Background: an optimization exercise with open tools, aiming at small area. Do not read the settings as production practice.
In this exercise RTL edits were held to simulation tests only and were not proved equivalent to the original.

==> trial 62: inputs <==
// pulse_arrays
module pulse_arrays #(
    parameter   WIDTH_left     =   8,
    parameter   WIDTH_up       =   8,
    parameter   WIDTH_out      =   16,
    parameter   Mritx_M   =   4,
    parameter   Mritx_N   =   4,
    parameter   Mritx_L   =   4,
    parameter   Mritx_LOG2_size  =   10
)(
    input   clk,
    input   rst,
    input   wire    valid_left,
    input   wire    valid_up,
    input   wire  [31:0]   left,
    input   wire  [31:0]   up,
    output  reg     ready,
    output  wire  [63:0]   product
);
reg  [4:0] cnt;      
reg        nfirst;   
reg        last;     
always @(posedge clk) begin
    if (!rst) begin
        cnt   <= 5'd0;
        ready <= 1'b0;
        nfirst <= 1'b1;
        last   <= 1'b0;
    end else begin
        nfirst <= (cnt[1:0] != 2'd2);
        last   <= (cnt[1:0] == 2'd1);
        if (cnt == 5'd0) begin
            ready <= 1'b1;
            if (valid_left & valid_up)
                cnt <= 5'd1;
        end else begin
            ready <= (cnt == 5'd24);
            cnt   <= (cnt == 5'd24) ? 5'd0 : cnt + 5'd1;
        end
    end
end
reg  [7:0] b [0:15];
integer n;
always @(posedge clk) begin
    for (n = 1; n < 16; n = n + 1)
        if (n % 4 != 0) b[n] <= b[n-1];
    b[0]  <= valid_up ? up[7:0]   : b[15];
    b[4]  <= valid_up ? up[15:8]  : b[3];
    b[8]  <= valid_up ? up[23:16] : b[7];
    b[12] <= valid_up ? up[31:24] : b[11];
end
reg  [9:1] t;
wire [9:1] t_next;
wire [8:1] tc;
  ...
clock: 5.0 ns
lec_check: 0
cap_margin: 20
core_margin: 2
core_utilization: 60
place_density: 0.75
slew_margin: 20
synth_hierarchical: 1
standard.sh (not shown) runs the stock make flow with config.mk's settings and CLKGATE_MAP_FILE= SYNTH_SCRIPT=/design/flow/synth_recipe.tcl, a recipe that flattens the netlist after the stock synthesis.
==> flow/flow/run.sh <==
#!/bin/bash
# The standard layout flow, with two changes:
# - the buffers that buffer_ports puts on every input and output port are the
#   smallest buffer cell (buf_1) instead of the cell buffer_ports picks;
# - clock tree synthesis inserts no dummy loads (its other arguments are the
#   ones the standard flow derives from config.mk).
set -euo pipefail
export BUFFER_PORTS_ARGS="-buffer_cell sky130_fd_sc_hd__buf_1"
export CTS_ARGS="-sink_clustering_enable -repair_clock_nets -sink_clustering_size 10 -sink_clustering_max_diameter 50 -buf_list sky130_fd_sc_hd__clkbuf_4 -dont_use_dummy_load"
bash standard.sh finish > standard.log 2>&1
==> trial 25: changes against trial 62 <==
--- a/flow/config.mk
+++ b/flow/config.mk
@@ -8,6 +8,6 @@
 export CAP_MARGIN = 20
 export CORE_MARGIN = 2
-export CORE_UTILIZATION = 60
-export PLACE_DENSITY = 0.75
+export CORE_UTILIZATION = 45
+export PLACE_DENSITY = 0.65
 export SLEW_MARGIN = 20
 export SYNTH_HIERARCHICAL = 1
==> summary of the runs <==
- In trial 62 the final cell count is lower than in trial 25, by 6.9%.
- Against trial 62, the die area of trial 25 is higher by 33%.
- Of trial 25 and trial 62, trial 25 has the higher maximum frequency (gap about 0.45%, measured against trial 62).
- Via count is about the same in trial 62 and trial 25.
- Against trial 25, the worst setup slack of trial 62 is worse by 0.021 ns.
- In trial 62 the final area is lower than in trial 25, by 0.96%.
- Of trial 62 and trial 25, trial 25 has the higher non-clock buffer count (gap 9).
==> figures <==
Status: trial 62 timing/DRC/antenna clean; trial 25 timing/DRC/antenna clean
Critical Path Fanout Max: trial 62 8; trial 25 7
Finished Core Util: trial 62 0.6607; trial 25 0.5002
Layout-stage area growth over the synthesis result: trial 62 9.280%; trial 25 10.34%
Required @ worst endpoint: trial 62 5.58 ns; trial 25 5.68 ns
Starting utilization of the core area: trial 62 0.6046; trial 25 0.4533
Tap cell count: trial 62 402; trial 25 539
Die height: trial 62 181.6 µm; trial 25 209.1 µm
GR met1 Demand/Resource: trial 62 0.3150; trial 25 0.2501
Core Region: trial 62 31310 µm²; trial 25 41760 µm²
Die outline width: trial 62 181.6 µm; trial 25 209.1 µm
Fraction of area in multi-input gates: trial 62 0.3930; trial 25 0.3890
Origin of the worst setup path: trial 62 a2[2][1]; trial 25 a2[2][0]
Setup slack after placement: trial 62 0.1686 ns; trial 25 0.1465 ns

==> run Z <==
Another version of the RTL of pulse_arrays (not shown whole).
Settings: LEC_CHECK=0, CAP_MARGIN=20, CORE_MARGIN=2, CORE_UTILIZATION=60, PLACE_DENSITY=0.75, SLEW_MARGIN=20, SYNTH_HIERARCHICAL=1; clock period 5.0 ns.
==> flow/flow/run.sh <==
#!/bin/bash
# The standard layout flow, with two changes:
# - the buffers that buffer_ports puts on every input and output port are the
#   smallest buffer cell (buf_1) instead of the cell buffer_ports picks;
# - clock tree synthesis inserts no dummy loads (its other arguments are the
#   ones the standard flow derives from config.mk).
set -euo pipefail
export BUFFER_PORTS_ARGS="-buffer_cell sky130_fd_sc_hd__buf_1"
export CTS_ARGS="-sink_clustering_enable -repair_clock_nets -sink_clustering_size 12 -sink_clustering_max_diameter 60 -buf_list sky130_fd_sc_hd__clkbuf_4 -dont_use_dummy_load"
bash standard.sh finish > standard.log 2>&1
==> run D: changes against run Z <==
--- a/flow/flow/run.sh
+++ b/flow/flow/run.sh
@@ -6,5 +6,5 @@
 #   ones the standard flow derives from config.mk).
 set -euo pipefail
 export BUFFER_PORTS_ARGS="-buffer_cell sky130_fd_sc_hd__buf_1"
-export CTS_ARGS="-sink_clustering_enable -repair_clock_nets -sink_clustering_size 12 -sink_clustering_max_diameter 60 -buf_list sky130_fd_sc_hd__clkbuf_4 -dont_use_dummy_load"
+export CTS_ARGS="-sink_clustering_enable -repair_clock_nets -sink_clustering_size 10 -sink_clustering_max_diameter 50 -buf_list sky130_fd_sc_hd__clkbuf_4 -dont_use_dummy_load"
 bash standard.sh finish > standard.log 2>&1
Settings changed: CORE_UTILIZATION 60 to 50, PLACE_DENSITY 0.75 to 0.65.
==> run E: changes against run Z <==
--- a/flow/flow/run.sh
+++ b/flow/flow/run.sh
@@ -6,5 +6,5 @@
 #   ones the standard flow derives from config.mk).
 set -euo pipefail
 export BUFFER_PORTS_ARGS="-buffer_cell sky130_fd_sc_hd__buf_1"
-export CTS_ARGS="-sink_clustering_enable -repair_clock_nets -sink_clustering_size 12 -sink_clustering_max_diameter 60 -buf_list sky130_fd_sc_hd__clkbuf_4 -dont_use_dummy_load"
+export CTS_ARGS="-sink_clustering_enable -repair_clock_nets -sink_clustering_size 10 -sink_clustering_max_diameter 50 -buf_list sky130_fd_sc_hd__clkbuf_4 -dont_use_dummy_load"
 bash standard.sh finish > standard.log 2>&1
==> run F: changes against run Z <==
==> flow/flow/run.sh (replaced) <==
#!/bin/bash
# The standard layout flow (bash standard.sh), with two changes:
# - the buffers that buffer_ports puts on every input and output port are the
#   smallest buffer cell (buf_1) instead of the cell buffer_ports picks;
# - clock tree synthesis builds the tree from clkbuf_4 with sink clusters of
#   at most 10 sinks and 50 um, and inserts no dummy loads.
set -euo pipefail
export BUFFER_PORTS_ARGS="-buffer_cell sky130_fd_sc_hd__buf_1"
export CTS_ARGS="-sink_clustering_enable -repair_clock_nets -sink_clustering_size 10 -sink_clustering_max_diameter 50 -buf_list sky130_fd_sc_hd__clkbuf_4 -dont_use_dummy_load"
bash standard.sh finish > standard.log 2>&1
Settings changed: GPL_TIMING_DRIVEN set to 0.
==> summary.txt <==
metric	run D	run Z	run F	run E
Capture endpoint of the worst hold path	b[13][4]	a1[3][7]	a2[3][6]	r2[1][13]
Detailed Route WL	38300 um	37400 um	37700 um	37600 um
Clock period minus worst slack	4.77 ns	4.74 ns	4.78 ns	4.75 ns
Outcome	timing/DRC/antenna clean	timing/DRC/antenna clean	timing/DRC/antenna clean	timing/DRC/antenna clean
H-tree depth	3	2	2	2
Launching instance or port of the critical path	a2[1][1]	t[2]	nfirst	t[2]
Count of buffers inserted at the top-level ports	132	132	130	132
Met3 Usage GRT	0.0604	0.0390	0.0459	0.0384
Count of non-CTS buffers in the layout	177	170	160	171
Area of all sequential standard cells	10600 um^2	10600 um^2	10600 um^2	10600 um^2
Clock latency of the later-clocked register in the worst-skew pair	0.76 ns	0.76 ns	0.78 ns	0.79 ns
Number of antenna repair diodes	3	1	1	1
Global routing met1 resource utilization	0.278	0.320	0.316	0.320
Share of cells above drive strength 1	0.177	0.168	0.175	0.174
Number of gates resized after CTS	0	0	1	0
Min setup slack post-route	0.229 ns	0.264 ns	0.217 ns	0.246 ns

==> 09-27 <==
pulse_arrays, a different RTL version from the one above (not shown whole).
export LEC_CHECK = 0
export CAP_MARGIN = 20
export CORE_MARGIN = 2
export CORE_UTILIZATION = 40
export CTS_BUF_LIST = sky130_fd_sc_hd__clkbuf_8
export CTS_CLUSTER_DIAMETER = 60
export CTS_CLUSTER_SIZE = 16
export PLACE_DENSITY = 0.6
export SLEW_MARGIN = 20
export SYNTH_HIERARCHICAL = 1
create_clock -name core_clock -period 5.0 [get_ports {clk}]
==> flow/flow/run.sh <==
#!/bin/bash
# The standard layout flow, with two changes:
# - the buffers that buffer_ports puts on every input and output port are the
#   smallest buffer cell (buf_1) instead of the cell buffer_ports picks;
# - clock tree synthesis inserts no dummy loads (its other arguments are the
#   ones the standard flow derives from config.mk).
set -euo pipefail
export BUFFER_PORTS_ARGS="-buffer_cell sky130_fd_sc_hd__buf_1"
export CTS_ARGS="-sink_clustering_enable -repair_clock_nets -sink_clustering_size 16 -sink_clustering_max_diameter 60 -buf_list sky130_fd_sc_hd__clkbuf_8 -dont_use_dummy_load"
bash standard.sh finish > standard.log 2>&1
==> inputs of 02-01, as changes to 09-27 <==
--- a/flow/design.v
+++ b/flow/design.v
@@ -190,74 +190,17 @@
     pulse_arrays_fa u57 (.a(c51), .b(s55), .c(c52), .s(s56), .co(c56));
     wire s57, c57;
     pulse_arrays_fa u58 (.a(acc[13]), .b(pp_6_7), .c(pp_7_6), .s(s57), .co(c57));
     wire s58, c58;
     pulse_arrays_fa u59 (.a(c54), .b(s57), .c(c55), .s(s58), .co(c58));
     wire s59, c59;
     pulse_arrays_fa u60 (.a(acc[14]), .b(pp_7_7), .c(c57), .s(s59), .co(c59));
-    wire s60, c60;
-    pulse_arrays_ha u61 (.a(c9), .b(s13), .s(s60), .co(c60));
-    wire s61, c61;
-    pulse_arrays_ha u62 (.a(s18), .b(c13), .s(s61), .co(c61));
-    wire s62, c62;
-    pulse_arrays_ha u63 (.a(c18), .b(s24), .s(s62), .co(c62));
-    wire s63, c63;
-    pulse_arrays_ha u64 (.a(s30), .b(s31), .s(s63), .co(c63));
-    wire s64, c64;
-    pulse_arrays_ha u65 (.a(c31), .b(s38), .s(s64), .co(c64));
-    wire s65, c65;
-    pulse_arrays_ha u66 (.a(c38), .b(s44), .s(s65), .co(c65));
-    wire s66, c66;
-    pulse_arrays_ha u67 (.a(c44), .b(s49), .s(s66), .co(c66));
-    wire s67, c67;
-    pulse_arrays_ha u68 (.a(s53), .b(c49), .s(s67), .co(c67));
-    wire s68, c68;
-    pulse_arrays_ha u69 (.a(c53), .b(s56), .s(s68), .co(c68));
-    wire s69, c69;
-    pulse_arrays_ha u70 (.a(s58), .b(c56), .s(s69), .co(c69));
-    wire s70, c70;
-    pulse_arrays_ha u71 (.a(s59), .b(c58), .s(s70), .co(c70));
-    wire p11 = acc[15] ^ c59;
-    wire gg71 = c61 | (s61 & c60);
-    wire pp71 = s61 & s60;
-    wire gg72 = c63 | (s63 & c62);
-    wire pp72 = s63 & s62;
-    wire gg73 = c65 | (s65 & c64);
-    wire pp73 = s65 & s64;
-    wire gg74 = c67 | (s67 & c66);
-    wire pp74 = s67 & s66;
-    wire gg75 = c69 | (s69 & c68);
-    wire pp75 = s69 & s68;
-    wire gg76 = 1'b0 | (p11 & c70);
-    wire pp76 = p11 & s70;
-    wire gg77 = gg72 | (pp72 & gg71);
-    wire pp77 = pp72 & pp71;
-    wire gg78 = gg74 | (pp74 & gg73);
-    wire pp78 = pp74 & pp73;
-    wire gg79 = gg76 | (pp76 & gg75);
-    wire pp79 = pp76 & pp75;
-    wire gg80 = gg78 | (pp78 & gg77);
-    wire pp80 = pp78 & pp77;
-    wire gg81 = gg79 | (pp79 & gg80);
-    wire pp81 = pp79 & pp80;
-    wire gg82 = gg73 | (pp73 & gg77);
-    wire pp82 = pp73 & pp77;
-    wire gg83 = gg75 | (pp75 & gg80);
-    wire pp83 = pp75 & pp80;
-    wire gg84 = c62 | (s62 & gg71);
-    wire pp84 = s62 & pp71;
-    wire gg85 = c64 | (s64 & gg77);
-    wire pp85 = s64 & pp77;
-    wire gg86 = c66 | (s66 & gg82);
-    wire pp86 = s66 & pp82;
-    wire gg87 = c68 | (s68 & gg80);
-    wire pp87 = s68 & pp80;
-    wire gg88 = c70 | (s70 & gg83);
-    wire pp88 = s70 & pp83;
-    assign y = {(p11 ^ gg88), (s70 ^ gg83), (s69 ^ gg87), (s68 ^ gg80), (s67 ^ gg86), (s66 ^ gg82), (s65 ^ gg85), (s64 ^ gg77), (s63 ^ gg84), (s62 ^ gg71), (s61 ^ c60), s60, s9, s5, s2, s0};
+    wire [11:0] hi0 = {acc[15], s59, s58, c53, s53, c44, c38, c31, s30, c18, s18, c9};
+    wire [11:0] hi1 = {c59, c58, c56, s56, c49, s49, s44, s38, s31, s24, c13, s13};
+    assign y = {hi0 + hi1, s9, s5, s2, s0};
 endmodule
 module pulse_arrays #(
     parameter   WIDTH_left     =   8,
     parameter   WIDTH_up       =   8,
     parameter   WIDTH_out      =   16,
     parameter   Mritx_M   =   4,
     parameter   Mritx_N   =   4,
@@ -270,35 +213,29 @@
     input   wire    valid_up,
     input   wire  [31:0]   left,
     input   wire  [31:0]   up,
     output  reg     ready,
     output  wire  [63:0]   product
 );
 reg  [4:0] cnt;      
-reg        first;    
-reg        last;     
 always @(posedge clk) begin
     if (!rst) begin
         cnt   <= 5'd0;
         ready <= 1'b0;
-        first <= 1'b0;
-        last  <= 1'b0;
+    end else if (cnt == 5'd0) begin
+        ready <= 1'b1;
+        if (valid_left & valid_up)
+            cnt <= 5'd1;
     end else begin
-        first <= (cnt[1:0] == 2'd2);
-        last  <= (cnt[1:0] == 2'd1);
-        if (cnt == 5'd0) begin
-            ready <= 1'b1;
-            if (valid_left & valid_up)
-                cnt <= 5'd1;
-        end else begin
-            ready <= (cnt == 5'd24);
-            cnt   <= (cnt == 5'd24) ? 5'd0 : cnt + 5'd1;
-        end
+        ready <= (cnt == 5'd24);
+        cnt   <= (cnt == 5'd24) ? 5'd0 : cnt + 5'd1;
     end
 end
+wire first = (cnt[1:0] == 2'd3);    
+wire last  = (cnt[1:0] == 2'd2);    
 reg  [7:0] b [0:15];
 integer n;
 always @(posedge clk) begin
     for (n = 1; n < 16; n = n + 1)
         if (n % 4 != 0) b[n] <= b[n-1];
     b[0]  <= valid_up ? up[7:0]   : b[15];
     b[4]  <= valid_up ? up[15:8]  : b[3];
==> flow/flow/run.sh (replaced) <==
#!/bin/bash
# The standard layout flow, with one change: the buffers that
# buffer_ports puts on every input and output port are the smallest buffer
# cell (buf_1) instead of the cell buffer_ports picks by default.
set -euo pipefail
export BUFFER_PORTS_ARGS="-buffer_cell sky130_fd_sc_hd__buf_1"
bash standard.sh finish > standard.log 2>&1
==> inputs of 10-19, as changes to 09-27 <==
==> flow/flow/run.sh (replaced) <==
#!/bin/bash
# The standard layout flow, with two changes:
# - the buffers that buffer_ports puts on every input and output port are the
#   smallest buffer cell (buf_1) instead of the cell buffer_ports picks;
# - clock tree synthesis inserts no dummy loads (its other arguments are the
#   ones the standard flow derives from config.mk).
set -euo pipefail
export BUFFER_PORTS_ARGS="-buffer_cell sky130_fd_sc_hd__buf_1"
export CTS_ARGS="-sink_clustering_enable -repair_clock_nets -sink_clustering_size 10 -sink_clustering_max_diameter 50 -buf_list sky130_fd_sc_hd__clkbuf_4 -dont_use_dummy_load"
bash standard.sh finish > standard.log 2>&1
==> flow/config.mk (replaced) <==
export PLATFORM = sky130hd
export DESIGN_NAME = pulse_arrays
export DESIGN_NICKNAME = pulse_arrays
export VERILOG_FILES = /design/flow/design.v
export SDC_FILE = /design/flow/constraint.sdc
export NUM_CORES = 4
export LEC_CHECK = 0
export CAP_MARGIN = 20
export CORE_MARGIN = 2
export CORE_UTILIZATION = 60
export PLACE_DENSITY = 0.75
export SLEW_MARGIN = 20
export SYNTH_HIERARCHICAL = 1
==> comparison <==
10-19 passed the timing, design-rule and antenna checks. 09-27 finished with timing, DRC and antenna clean. 02-01 finished clean. Sequential share of layout area, lowest first: 02-01, 09-27, 10-19. Count of clock-buffer cells in the layout: 09-27 is lower than 10-19 (18). Worst hold slack: 02-01 > 09-27 > 10-19. Of 02-01 and 10-19, 10-19 has the higher sequential cell count (gap 2). Of 02-01 and 10-19, 02-01 has the higher routed wire length (gap about 11%, measured against 10-19). Setup slack, lowest first: 10-19, 09-27, 02-01. In 02-01 the critical path depth is lower than in 09-27, by 1. In 02-01 the global-route usage is lower than in 10-19, by 6.0 points.

-- separate check: timing with driven ports --
How much do the figures lean on ideal ports? The routed layouts below were timed once more, with nothing changed but the port constraints. Step 1 sets driving cells, clkbuf_16 on the clock port and buf_2 on the other inputs (assumed; they add their load-dependent delay and slew). Step 2 adds t to the input delays and takes it off the output delays; t is the mean of the earliest and latest rising clock arrival at the registers after step 1. Input paths then give back, and output paths get back, about the clock's delay inside the block. a / b / c = ideal ports / drivers / drivers and shift; a / b = the first two.
run | shift t [ns] | setup slack, ns | hold slack, ns
trial 62 | 0.756 | 0.228 / 0.228 / 0.228 | 0.239 / 0.239 / 0.239
trial 25 | 0.841 | 0.250 / 0.250 / 0.250 | 0.295 / 0.295 / 0.295
run Z | 0.743 | 0.264 / 0.264 / 0.264 | 0.220 / 0.220 / 0.220
run D | 0.776 | 0.229 / 0.229 / 0.229 | 0.267 / 0.267 / 0.267
run E | 0.764 | 0.246 / 0.246 / 0.246 | 0.184 / 0.184 / 0.184
run F | 0.760 | 0.217 / 0.217 / 0.217 | 0.255 / 0.255 / 0.255
09-27 | 0.635 | 0.217 / 0.217 / 0.217 | 0.276 / 0.276 / 0.276
02-01 | 0.678 | 0.230 / 0.230 / 0.230 | 0.317 / 0.317 / 0.317
10-19 | 0.813 | 0.213 / 0.213 / 0.213 | 0.261 / 0.261 / 0.261
After both steps every run listed still meets setup and hold.
